Source: an optimization exercise on an open RTL-to-GDS flow (aim: small area and a short achievable clock period). Production flows keep margins and buffers that such runs may drop.
Where RTL was checked, it was by simulation tests only, not by an equivalence proof against the original.

rev 12:
==> flow/design.v <==
module UnaryMultiplier
#(
    parameter INPUT_WIDTH = 32,
    parameter COUNT_WIDTH = $clog2(INPUT_WIDTH + 1),
    parameter EPSILON = 8
)
(
    input logic a,
    input logic b,
    input logic [1:0] ready,
    input logic clk,
    input logic reset,
    output logic valid,
    output logic y
);
    logic [5:0]  a_ones, b_ones, a_upper, b_upper, y_count;
    logic [5:0]  g_lower;    
    logic [5:0]  f_upper;    
    logic [10:0] d_upper, d_lower;
    logic        ea, eb, za, zb;
    logic        near_l, near_u, emit, bit1, done;
    logic [5:0]  ab_ones, ab_upper;
    logic [6:0]  hl, hu;
    logic [10:0] dl, du;
    logic [5:0]  yc;
    logic [3:0]  hg, hp;
    logic        c4, neg;
    function automatic [10:0] add11(input [10:0] x, input [10:0] y, input cin);
        logic [11:0] gg, pp;
        gg = {x & y, cin};
        pp = {x ^ y, 1'b0};
        for (int l = 1; l < 12; l = l * 2)
            for (int i = 2 * l - 1; i < 12; i += 2 * l) begin
                gg[i] = gg[i] | (pp[i] & gg[i - l]);
                pp[i] = pp[i] & pp[i - l];
            end
        for (int l = 4; l >= 1; l = l / 2)
            for (int i = 3 * l - 1; i < 12; i += 2 * l) begin
                gg[i] = gg[i] | (pp[i] & gg[i - l]);
                pp[i] = pp[i] & pp[i - l];
            end
        add11 = x ^ y ^ gg[10:0];
    endfunction
    always_comb begin
        ea = ready[0] & a;
        za = ready[0] & ~a;
        eb = ready[1] & b;
        zb = ready[1] & ~b;
        ab_ones = a_ones + b_ones + 6'd1;
        ab_upper = a_upper + b_upper - 6'd1;
        case ({g_lower[5:4], valid, y})
            4'b00_10: hl = 7'd1;
            4'b00_11: hl = 7'h7f;
            4'b01_10: hl = 7'd2;
            4'b01_11: hl = 7'd0;
            4'b10_10: hl = 7'd3;
            4'b10_11: hl = 7'd1;
            4'b11_10: hl = 7'd4;
            4'b11_11: hl = 7'd2;
            default:  hl = {5'd0, g_lower[5:4]};
        endcase
        dl = add11(d_lower, {hl, g_lower[3:0]}, 1'b0);
        case ({f_upper[5:4], valid, y})
            4'b11_10: hu = 7'h7d;
            4'b11_11: hu = 7'h7b;
            4'b10_10: hu = 7'h7e;
            4'b10_11: hu = 7'h7c;
            4'b01_10: hu = 7'h7f;
            4'b01_11: hu = 7'h7d;
            4'b00_10: hu = 7'h00;
            4'b00_11: hu = 7'h7e;
            default:  hu = {5'h1f, ~f_upper[5:4]};
        endcase
        du = add11(d_upper, {hu, ~f_upper[3:0]}, 1'b1);
        yc = y_count + valid;
        done = yc[5];
        near_l = ~dl[10] | (&dl[9:7]);                              
        near_u = du[10] | (~|du[9:8] & (~du[7] | ~|du[6:4]));       
        hg = du[7:4] & dl[7:4];
        hp = du[7:4] ^ dl[7:4];
        c4 = hg[3] | (hp[3] & hg[2]) | (hp[3] & hp[2] & hg[1]) | (hp[3] & hp[2] & hp[1] & hg[0]);
        neg = (du[8] & dl[8]) | ((du[8] ^ dl[8]) & ~c4);
        bit1 = near_l & (~near_u | ~neg);
        emit = ~done & (near_l | near_u);
    end
    always_ff @(posedge clk or negedge reset) begin
        if (!reset) begin
            a_ones <= 0;
            b_ones <= 0;
            a_upper <= 6'd32;
            b_upper <= 6'd32;
            g_lower <= 0;
            f_upper <= 0;
            y_count <= 0;
            d_lower <= 11'h600;    
            d_upper <= 11'h200;    
            y <= 1'b0;
            valid <= 1'b0;
        end else begin
            a_ones <= a_ones + ea;
            b_ones <= b_ones + eb;
            a_upper <= a_upper - za;
            b_upper <= b_upper - zb;
            g_lower <= ({6{ea & ~eb}} & b_ones) | ({6{eb & ~ea}} & a_ones) | ({6{ea & eb}} & ab_ones);
            f_upper <= ({6{za & ~zb}} & b_upper) | ({6{zb & ~za}} & a_upper) | ({6{za & zb}} & ab_upper);
            y_count <= yc;
            d_lower <= dl;
            d_upper <= du;
            valid <= emit;
            y <= bit1;
        end
    end
endmodule
==> flow/config.mk <==
export PLATFORM = sky130hd
export DESIGN_NAME = UnaryMultiplier
export DESIGN_NICKNAME = UnaryMultiplier
export VERILOG_FILES = /design/flow/design.v
export SDC_FILE = /design/flow/constraint.sdc
export NUM_CORES = 4
export LEC_CHECK = 0
export CAP_MARGIN = 20
export CORE_MARGIN = 2
export CORE_UTILIZATION = 40
export PLACE_DENSITY = 0.6
export SETUP_SLACK_MARGIN = 5
export SLEW_MARGIN = 20
==> flow/constraint.sdc <==
create_clock -name core_clock -period 8.0 [get_ports {clk}]
set_input_delay 1.6000 -clock core_clock [delete_from_list [all_inputs] [get_ports {clk}]]
set_output_delay 1.6000 -clock core_clock [all_outputs]
set_load 0.01 [all_outputs]
run.sh (not shown) runs the stock make flow with config.mk's settings and CLKGATE_MAP_FILE= SYNTH_SCRIPT=/design/flow/synth_recipe.tcl, a recipe that flattens the netlist after the stock synthesis.
--- input diff rev 12..rev 13 ---
==> flow/design.v <==
module UnaryMultiplier
#(
    parameter INPUT_WIDTH = 32,
    parameter COUNT_WIDTH = $clog2(INPUT_WIDTH + 1),
    parameter EPSILON = 8
)
(
    input logic a,
    input logic b,
    input logic [1:0] ready,
    input logic clk,
    input logic reset,
    output logic valid,
    output logic y
);
    logic [5:0]  a_ones, b_ones, a_upper, b_upper, y_count;
    logic [5:0]  g_lower;    
    logic [5:0]  f_upper;    
    logic [10:0] d_upper, d_lower;
    logic        ea, eb, za, zb;
    logic        near_l, near_u, emit, bit1, done;
    logic [5:0]  ab_ones, ab_upper;
    logic [6:0]  hl, hu;
    logic [10:0] dl, du;
    logic [5:0]  yc;
    logic [5:0]  h_sum, hsum;    
    logic        c4l, c4u;
    logic [3:0]  lg, lp, ug, up;
    logic [5:0]  hs, hc;
    always_comb begin
        ea = ready[0] & a;
        za = ready[0] & ~a;
        eb = ready[1] & b;
        zb = ready[1] & ~b;
        ab_ones = a_ones + b_ones + 6'd1;
        ab_upper = a_upper + b_upper - 6'd1;
        case ({g_lower[5:4], valid, y})
            4'b00_10: hl = 7'd1;
            4'b00_11: hl = 7'h7f;
            4'b01_10: hl = 7'd2;
            4'b01_11: hl = 7'd0;
            4'b10_10: hl = 7'd3;
            4'b10_11: hl = 7'd1;
            4'b11_10: hl = 7'd4;
            4'b11_11: hl = 7'd2;
            default:  hl = {5'd0, g_lower[5:4]};
        endcase
        dl = d_lower + {hl, g_lower[3:0]};
        case ({f_upper[5:4], valid, y})
            4'b11_10: hu = 7'h7d;
            4'b11_11: hu = 7'h7b;
            4'b10_10: hu = 7'h7e;
            4'b10_11: hu = 7'h7c;
            4'b01_10: hu = 7'h7f;
            4'b01_11: hu = 7'h7d;
            4'b00_10: hu = 7'h00;
            4'b00_11: hu = 7'h7e;
            default:  hu = {5'h1f, ~f_upper[5:4]};
        endcase
        du = d_upper + {hu, ~f_upper[3:0]} + 11'd1;
        yc = y_count + valid;
        done = yc[5];
        near_l = ~dl[10] | (&dl[9:7]);                              
        near_u = du[10] | (~|du[9:8] & (~du[7] | ~|du[6:4]));       
        lg = d_lower[3:0] & g_lower[3:0];
        lp = d_lower[3:0] | g_lower[3:0];
        c4l = lg[3] | (lp[3] & lg[2]) | (lp[3] & lp[2] & lg[1]) | (lp[3] & lp[2] & lp[1] & lg[0]);
        ug = d_upper[3:0] & ~f_upper[3:0];
        up = d_upper[3:0] | ~f_upper[3:0];
        c4u = ug[3] | (up[3] & ug[2]) | (up[3] & up[2] & ug[1]) | (up[3] & up[2] & up[1] & up[0]);
        hs = h_sum ^ hl[5:0] ^ hu[5:0];
        hc = (h_sum & hl[5:0]) | (h_sum & hu[5:0]) | (hl[5:0] & hu[5:0]);
        hsum = hs + {hc[4:0], c4l} + {5'd0, c4u};
        bit1 = near_l & (~near_u | ~hsum[5]);
        emit = ~done & (near_l | near_u);
    end
    always_ff @(posedge clk or negedge reset) begin
        if (!reset) begin
            a_ones <= 0;
            b_ones <= 0;
            a_upper <= 6'd32;
            b_upper <= 6'd32;
            g_lower <= 0;
            f_upper <= 0;
            y_count <= 0;
            d_lower <= 11'h600;    
            d_upper <= 11'h200;    
            h_sum <= 0;
            y <= 1'b0;
            valid <= 1'b0;
        end else begin
            a_ones <= a_ones + ea;
            b_ones <= b_ones + eb;
            a_upper <= a_upper - za;
            b_upper <= b_upper - zb;
            g_lower <= ({6{ea & ~eb}} & b_ones) | ({6{eb & ~ea}} & a_ones) | ({6{ea & eb}} & ab_ones);
            f_upper <= ({6{za & ~zb}} & b_upper) | ({6{zb & ~za}} & a_upper) | ({6{za & zb}} & ab_upper);
            y_count <= yc;
            d_lower <= dl;
            d_upper <= du;
            h_sum <= hsum;
            valid <= emit;
            y <= bit1;
        end
    end
endmodule
### Flow results
- Compared with rev 12, rev 13 shows a higher parity-gate share of the synthesized area counting xor and xnor cells.
- Of rev 13 and rev 12, the run reporting the lower length of routed met3 wiring was rev 12.
- Looking at TritonCTS sink count, rev 13 sits about 9% above rev 12.
- Between rev 13 and rev 12, routed wire length is lower for rev 12, rev 13 comes in above that.
- Rev 13 reports its end point of the critical path as y while rev 12 reports valid$_DFF_PN0_.
- Changes observed in rev 13 relative to rev 12: synthesized cell count now sits higher, met1 track demand over resource in global routing dropped 1.5 points.
- The lower non-clock buffer count came out of rev 13.
- Re number of post-CTS setup repair buffers: rev 13 and rev 12 aren't equal, and the lower value belongs to rev 12.
Function was not checked in any run of this note: the RTL went through the layout flow alone.


== run X ==
UnaryMultiplier, a different RTL version from the one above (not shown whole).
For scale: ~370 cells after synthesis, about 66 flip-flops, ~8 I/O pins, roughly 3800 sq um of cells after synthesis.
==> module UnaryMultiplier, before the edit <==
module UnaryMultiplier
#(
    parameter INPUT_WIDTH = 32,
    parameter COUNT_WIDTH = $clog2(INPUT_WIDTH + 1),
    parameter EPSILON = 8
)
(
    input logic a,
    input logic b,
    input logic [1:0] ready,
    input logic clk,
    input logic reset,
    output logic valid,
    output logic y
);
    logic [5:0]  a_ones, b_ones, a_upper, b_upper, y_count;
    logic [5:0]  g_lower;    
    logic [5:0]  f_upper;    
    logic [10:0] d_upper, d_lower;
    logic        ea, eb, za, zb;
    logic        near_l, near_u, emit, bit1, done;
    logic [5:0]  ab_ones, ab_upper;
    logic [6:0]  hl, hu;
    logic [10:0] dl, du;
    logic [5:0]  yc;
    logic [3:0]  hg, hp;
    logic        c4, neg;
    always_comb begin
        ea = ready[0] & a;
        za = ready[0] & ~a;
        eb = ready[1] & b;
        zb = ready[1] & ~b;
        ab_ones = a_ones + b_ones + 6'd1;
        ab_upper = a_upper + b_upper - 6'd1;
        case ({g_lower[5:4], valid, y})
            4'b00_10: hl = 7'd1;
            4'b00_11: hl = 7'h7f;
            4'b01_10: hl = 7'd2;
            4'b01_11: hl = 7'd0;
            4'b10_10: hl = 7'd3;
            4'b10_11: hl = 7'd1;
            4'b11_10: hl = 7'd4;
            4'b11_11: hl = 7'd2;
            default:  hl = {5'd0, g_lower[5:4]};
        endcase
        dl = d_lower + {hl, g_lower[3:0]};
        case ({f_upper[5:4], valid, y})
            4'b11_10: hu = 7'h7d;
            4'b11_11: hu = 7'h7b;
            4'b10_10: hu = 7'h7e;
            4'b10_11: hu = 7'h7c;
            4'b01_10: hu = 7'h7f;
            4'b01_11: hu = 7'h7d;
            4'b00_10: hu = 7'h00;
            4'b00_11: hu = 7'h7e;
            default:  hu = {5'h1f, ~f_upper[5:4]};
        endcase
        du = d_upper + {hu, ~f_upper[3:0]} + 11'd1;
        yc = y_count + valid;
        done = yc[5];
        near_l = ~dl[10] | (&dl[9:7]);                              
        near_u = du[10] | (~|du[9:8] & (~du[7] | ~|du[6:4]));       
        hg = du[7:4] & dl[7:4];
        hp = du[7:4] ^ dl[7:4];
        c4 = hg[3] | (hp[3] & hg[2]) | (hp[3] & hp[2] & hg[1]) | (hp[3] & hp[2] & hp[1] & hg[0]);
        neg = (du[8] & dl[8]) | ((du[8] ^ dl[8]) & ~c4);
        bit1 = near_l & (~near_u | ~neg);
        emit = ~done & (near_l | near_u);
    end
    always_ff @(posedge clk or negedge reset) begin
        if (!reset) begin
            a_ones <= 0;
            b_ones <= 0;
            a_upper <= 6'd32;
            b_upper <= 6'd32;
            g_lower <= 0;
            f_upper <= 0;
            y_count <= 0;
            d_lower <= 11'h600;    
            d_upper <= 11'h200;    
            y <= 1'b0;
            valid <= 1'b0;
        end else begin
            a_ones <= a_ones + ea;
            b_ones <= b_ones + eb;
            a_upper <= a_upper - za;
            b_upper <= b_upper - zb;
            g_lower <= ({6{ea & ~eb}} & b_ones) | ({6{eb & ~ea}} & a_ones) | ({6{ea & eb}} & ab_ones);
            f_upper <= ({6{za & ~zb}} & b_upper) | ({6{zb & ~za}} & a_upper) | ({6{za & zb}} & ab_upper);
            y_count <= yc;
            d_lower <= dl;
            d_upper <= du;
            valid <= emit;
            y <= bit1;
        end
    end
endmodule
export LEC_CHECK = 0
export CAP_MARGIN = 20
export CORE_MARGIN = 2
export CORE_UTILIZATION = 40
export PLACE_DENSITY = 0.6
export SLEW_MARGIN = 20
create_clock -name core_clock -period 8.0 [get_ports {clk}]
standard.sh (not shown) runs the stock make flow with config.mk's settings and CLKGATE_MAP_FILE= SYNTH_SCRIPT=/design/flow/synth_recipe.tcl, a recipe that flattens the netlist after the stock synthesis.
==> flow/flow/run.sh <==
#!/bin/bash
# The standard layout, except that:
#  - synthesis maps the logic with flow/abc_speed.script (three rounds of
#    &syn2/&dch/&nf) instead of ORFS's ABC script; the rest of synthesis,
#    and so the registers, are ORFS's as run by standard.sh;
#  - the ports get plain buf_2 buffers;
#  - timing repair aims at a setup slack of SETUP_SLACK_MARGIN.
set -e
rm -rf scripts_alt
cp -r "$FLOW_HOME/scripts" scripts_alt
cp flow/abc_speed.script scripts_alt/abc_speed.script
export BUFFER_PORTS_ARGS="-buffer_cell sky130_fd_sc_hd__buf_2"
export SETUP_SLACK_MARGIN=5.3
bash standard.sh SCRIPTS_DIR="$PWD/scripts_alt" synth > synth.log 2>&1
bash standard.sh > standard.log 2>&1
==> flow/flow/abc_speed.script <==
&get -n
&st
&syn2
&dch
&nf
&st
&syn2
&dch
&nf
&st
&syn2
&dch
&nf
&put
buffer -c
topo
stime -c
upsize -c
dnsize -c
Inputs modified between run X and run P:
-- flow/design.v --
<<< run X, line 26
    logic [3:0]  hg, hp;
    logic        c4, neg;
    always_comb begin
        ea = ready[0] & a;
>>> run P, line 26
    logic [3:0]  hg, hp;
    logic        c4, neg;
    function automatic [10:0] add11(input [10:0] x, input [10:0] y, input cin);
        logic [11:0] gg, pp, ng, np;
        gg = {x & y, cin};
        pp = {x ^ y, 1'b0};
        for (int l = 0; l < 4; l++) begin
            ng = gg; np = pp;
            for (int i = 0; i < 12; i++) begin
                if ((i >> l) & 1) begin
                    ng[i] = gg[i] | (pp[i] & gg[((i >> l) << l) - 1]);
                    np[i] = pp[i] & pp[((i >> l) << l) - 1];
                end
            end
            gg = ng; pp = np;
        end
        add11 = x ^ y ^ gg[10:0];
    endfunction
    always_comb begin
        ea = ready[0] & a;
<<< run X, line 44
            default:  hl = {5'd0, g_lower[5:4]};
        endcase
        dl = d_lower + {hl, g_lower[3:0]};
        case ({f_upper[5:4], valid, y})
            4'b11_10: hu = 7'h7d;
>>> run P, line 60
            default:  hl = {5'd0, g_lower[5:4]};
        endcase
        dl = add11(d_lower, {hl, g_lower[3:0]}, 1'b0);
        case ({f_upper[5:4], valid, y})
            4'b11_10: hu = 7'h7d;
<<< run X, line 56
            default:  hu = {5'h1f, ~f_upper[5:4]};
        endcase
        du = d_upper + {hu, ~f_upper[3:0]} + 11'd1;
        yc = y_count + valid;
        done = yc[5];
>>> run P, line 72
            default:  hu = {5'h1f, ~f_upper[5:4]};
        endcase
        du = add11(d_upper, {hu, ~f_upper[3:0]}, 1'b1);
        yc = y_count + valid;
        done = yc[5];
==> summary.txt <==
[compare] base=run X new=run P: worst hold slack shows no meaningful change, pre-CTS setup slack shrank by 0.13 ns, floorplan die area neither gained nor lost much.
Run P packs its core more tightly than run X.
The critical path startpoint comes out valid in one run and f_upper[1] in the other, namely in run X and run P respectively.
In run P the weighted congestion reported at the end of routability-driven placement turned out 0.18 lower than in run X.
Run P against run X: sequential share of layout area went down by 0.35 points, cell area up about 0.8%, width of the chip was more or less identical.
Function not checked in run P: the RTL went through the layout flow alone.

==> re-timing with driven ports <==
In the flow no input, the clock included, has a driving cell. The finished layouts below were timed again as built, in two steps.
Step 1 (the two cells are an assumption about what drives the block):
set clk [get_ports {clk}]
set_driving_cell -lib_cell sky130_fd_sc_hd__clkbuf_16 $clk
set_driving_cell -lib_cell sky130_fd_sc_hd__buf_2 [delete_from_list [all_inputs] $clk]
Step 2 adds t to the input delays and takes it off the output delays; t is the mean of the earliest and latest rising clock arrival at the registers after step 1. Input paths then give back, and output paths get back, about the clock's delay inside the block.
Slacks: ideal ports / drivers / drivers and shift; pairs: ideal ports / drivers.
| run | t (ns) | slack for setup (ns) | hold WS [ns] | worst setup path at the end | worst slew at a driven data input, ns |
|---|---|---|---|---|---|
| rev 12 | 0.371 | 5.024 / 5.024 / 4.677 | 0.471 / 0.471 / 0.471 | input to register | 0.03 |
| rev 13 | 0.365 | 5.079 / 5.043 / 4.729 | 0.466 / 0.466 / 0.466 | input to register | 0.03 |
| run X | 0.376 | 5.389 / 5.359 / 5.085 | 0.472 / 0.472 / 0.472 | input to register | 0.03 |
| run P | 0.370 | 4.987 / 4.987 / 4.987 | 0.473 / 0.473 / 0.473 | register to register | 0.03 |
After both steps every run listed still meets setup and hold. For rev 13, which loses most, drivers alone change the setup slack by -0.036 ns; drivers and shift together by -0.350 ns.
